Background: an optimization exercise with open tools, aiming at small area. Do not read the settings as production practice. At most, simulation tests tie the RTL to the original design; equivalence was not proved. The clock port is modelled as an ideal driver, which makes a skipped or thinned clock tree look cheaper than it is; a real chip needs a root buffer or a tree.

## run 1
==> flow/design.v <==
module psdsqrt(
    input clock,
    input reset,
    input start,
    input stop,
    input [31:0] xin,
    output reg [15:0] sqrt
);
reg [32:15] w;
reg [15:0]  qn;           
wire [15:0] qx = ~qn;
reg [3:0]   cnt;         
wire [14:0] e, v;
genvar g;
generate for (g = 0; g < 15; g = g + 1) begin : gdec
    assign e[g] = (cnt == 14 - g);
    assign v[g] = (cnt >= 15 - g);
end endgenerate
wire [16:0] d;
assign d[0] = e[0];
generate for (g = 1; g < 15; g = g + 1) begin : gd
    assign d[g] = (qx[g-1] & v[g-1]) | e[g];
end endgenerate
assign d[16:15] = {qx[15], qx[14] & v[14]};
wire [17:0] sa = w[32:15];
wire [17:0] sb = ~{1'b0, d};
wire [18:0] cy;
wire [17:0] diff;
assign cy[0] = 1'b1;
generate for (g = 0; g < 18; g = g + 1) begin : gsub
    assign diff[g]  = sa[g] ^ sb[g] ^ cy[g];
    assign cy[g+1] = (sa[g] & sb[g]) | (sa[g] & cy[g]) | (sb[g] & cy[g]);
end endgenerate
wire s = cy[18];
wire [31:15] sel = s ? diff[16:0] : w[31:15];
wire rd = |(e & qx[14:0]);
wire s0 = xin[31] | xin[30];
integer i;
always @(posedge clock) begin
    if (start) begin
        w   <= {xin[31] & xin[30], xin[31] & ~xin[30], xin[29:14]};
        qn  <= ~{s0, xin[13:0], 1'b0};
        cnt <= 4'd0;
    end else begin
        w   <= {sel[31:16], sel[15], rd};
        if (cnt != 4'd15)
            cnt <= cnt + 4'd1;
        for (i = 0; i < 15; i = i + 1)
            if (e[i]) qn[i] <= ~s;
    end
end
always @(posedge clock) begin
    if (reset)
        sqrt <= 16'b0;
    else if (stop)
        sqrt <= qx;
end
endmodule
==> flow/config.mk <==
export PLATFORM = sky130hd
export DESIGN_NAME = psdsqrt
export DESIGN_NICKNAME = psdsqrt
export VERILOG_FILES = /design/flow/design.v
export SDC_FILE = /design/flow/constraint.sdc
export NUM_CORES = 4
export LEC_CHECK = 0
export CAP_MARGIN = 20
export CORE_MARGIN = 2
export CORE_UTILIZATION = 40
export SLEW_MARGIN = 20
export BUFFER_PORTS_ARGS = -buffer_cell sky130_fd_sc_hd__buf_1
export CTS_ARGS = -sink_clustering_enable -repair_clock_nets -dont_use_dummy_load -root_buf sky130_fd_sc_hd__clkbuf_8 -buf_list sky130_fd_sc_hd__clkbuf_8
==> flow/constraint.sdc <==
create_clock -name core_clock -period 9.0 [get_ports {clock}]
set_input_delay 1.8000 -clock core_clock [delete_from_list [all_inputs] [get_ports {clock}]]
set_output_delay 1.8000 -clock core_clock [all_outputs]
set_load 0.01 [all_outputs]
standard.sh (not shown) runs the stock make flow with config.mk's settings and CLKGATE_MAP_FILE= SYNTH_SCRIPT=/design/flow/synth_recipe.tcl, a recipe that flattens the netlist after the stock synthesis.
==> flow/flow/run.sh <==
#!/bin/bash
# Standard ORFS layout with three changes:
#  - port buffers use the smallest buffer cell (flow/extra.mk),
#  - clock tree synthesis adds no dummy loads (flow/extra.mk),
#  - after CTS, flow/clk.tcl removes the root clock buffer when it only drives
#    the four leaf buffers and sizes each clock buffer to the smallest cell that
#    keeps the flip-flop clock slew below target.
# Each tool's output goes to a log file of its own in this folder.
set -e
cat flow/extra.mk >> config.mk
bash standard.sh cts > standard_to_cts.log 2>&1
RES=orfs/results/sky130hd/psdsqrt/base
cat > clk_run.tcl <<TCL
read_liberty $FLOW_HOME/platforms/sky130hd/lib/sky130_fd_sc_hd__tt_025C_1v80.lib
read_db $RES/4_cts.odb
read_sdc $RES/4_cts.sdc
source $FLOW_HOME/platforms/sky130hd/setRC.tcl
source flow/clk.tcl
detailed_placement
check_placement -verbose
write_db $RES/4_cts.odb
TCL
CLK_SLEW_TARGET=0.115 openroad -no_init -exit clk_run.tcl > clk_trim.log 2>&1
bash standard.sh finish > standard_finish.log 2>&1
Other scripts of this flow, unchanged in this note and not shown: flow/flow/clk.tcl, flow/flow/extra.mk
Modified inputs, run 2 compared to run 1
==> flow/design.v <==
module psdsqrt(
    input clock,
    input reset,
    input start,
    input stop,
    input [31:0] xin,
    output reg [15:0] sqrt
);
reg [32:15] w;
reg [15:0]  qx;
reg [3:0]   cnt;         
wire [14:0] e, v;
genvar g;
generate for (g = 0; g < 15; g = g + 1) begin : gdec
    assign e[g] = (cnt == 14 - g);
    assign v[g] = (cnt >= 15 - g);
end endgenerate
wire [16:0] d;
assign d[0] = e[0];
generate for (g = 1; g < 15; g = g + 1) begin : gd
    assign d[g] = (qx[g-1] & v[g-1]) | e[g];
end endgenerate
assign d[16:15] = {qx[15], qx[14] & v[14]};
wire [17:0] sa = w[32:15];
wire [17:0] sb = ~{1'b0, d};
wire [18:0] cy;
wire [17:0] diff;
assign cy[0] = 1'b1;
generate for (g = 0; g < 18; g = g + 1) begin : gsub
    assign diff[g]  = sa[g] ^ sb[g] ^ cy[g];
    assign cy[g+1] = (sa[g] & sb[g]) | (sa[g] & cy[g]) | (sb[g] & cy[g]);
end endgenerate
wire s = cy[18];
wire [31:15] sel = s ? diff[16:0] : w[31:15];
wire rd = ~|(e & qx[14:0]);    
wire s0 = xin[31] | xin[30];
integer i;
always @(posedge clock) begin
    if (start) begin
        w   <= {xin[31] & xin[30], xin[31] & ~xin[30], xin[29:14]};
        qx  <= {s0, ~xin[13:0], 1'b0};
        cnt <= 4'd0;
    end else begin
        w   <= {sel[31:16], sel[15], rd};
        if (cnt != 4'd15)
            cnt <= cnt + 4'd1;
        for (i = 0; i < 15; i = i + 1)
            if (e[i]) qx[i] <= s;
    end
end
always @(posedge clock) begin
    if (reset)
        sqrt <= 16'b0;
    else if (stop)
        sqrt <= qx;
end
endmodule
Notes after the runs:
- Re count of plain and timing-repair buffers in the layout: run 2 is about 1.8% up on run 1.
- Run 2 vs. run 1: multi-input combinational cell count shows a reduction of 5.5%; utilization of the core after routing grew by 0.24 points; number of logic inverters in the finished layout went down 4; clock transition at the registers of the reported paths now sits at about the same level.
Only the layout flow was run in run 2; the RTL was not checked for function there.

==> afterwards: timing with drivers on the ports <==
The flow's constraints put no driver on any port. The routed layouts listed below were extracted and timed again, unchanged, in two steps. Step 1, drivers: a clkbuf_16 drives clock and a buf_2 each remaining input, both assumed. Step 2, shift: input delay + t, output delay - t, t = (earliest + latest rising clock arrival at the registers) / 2. This alone moves slack from input paths to output paths. Slacks: no drivers / after step 1 / after step 2; pairs: no drivers / after step 1.
| run | t (ns) | slack for setup (ns) | worst register clock-pin slew, ns |
|---|---|---|---|
| run 1 | 0.202 | 0.493 / 0.493 / 0.493 | 0.09 / 0.09 |
| run 2 | 0.206 | 0.606 / 0.606 / 0.606 | 0.10 / 0.10 |
After both steps setup and hold are still met in every run listed.
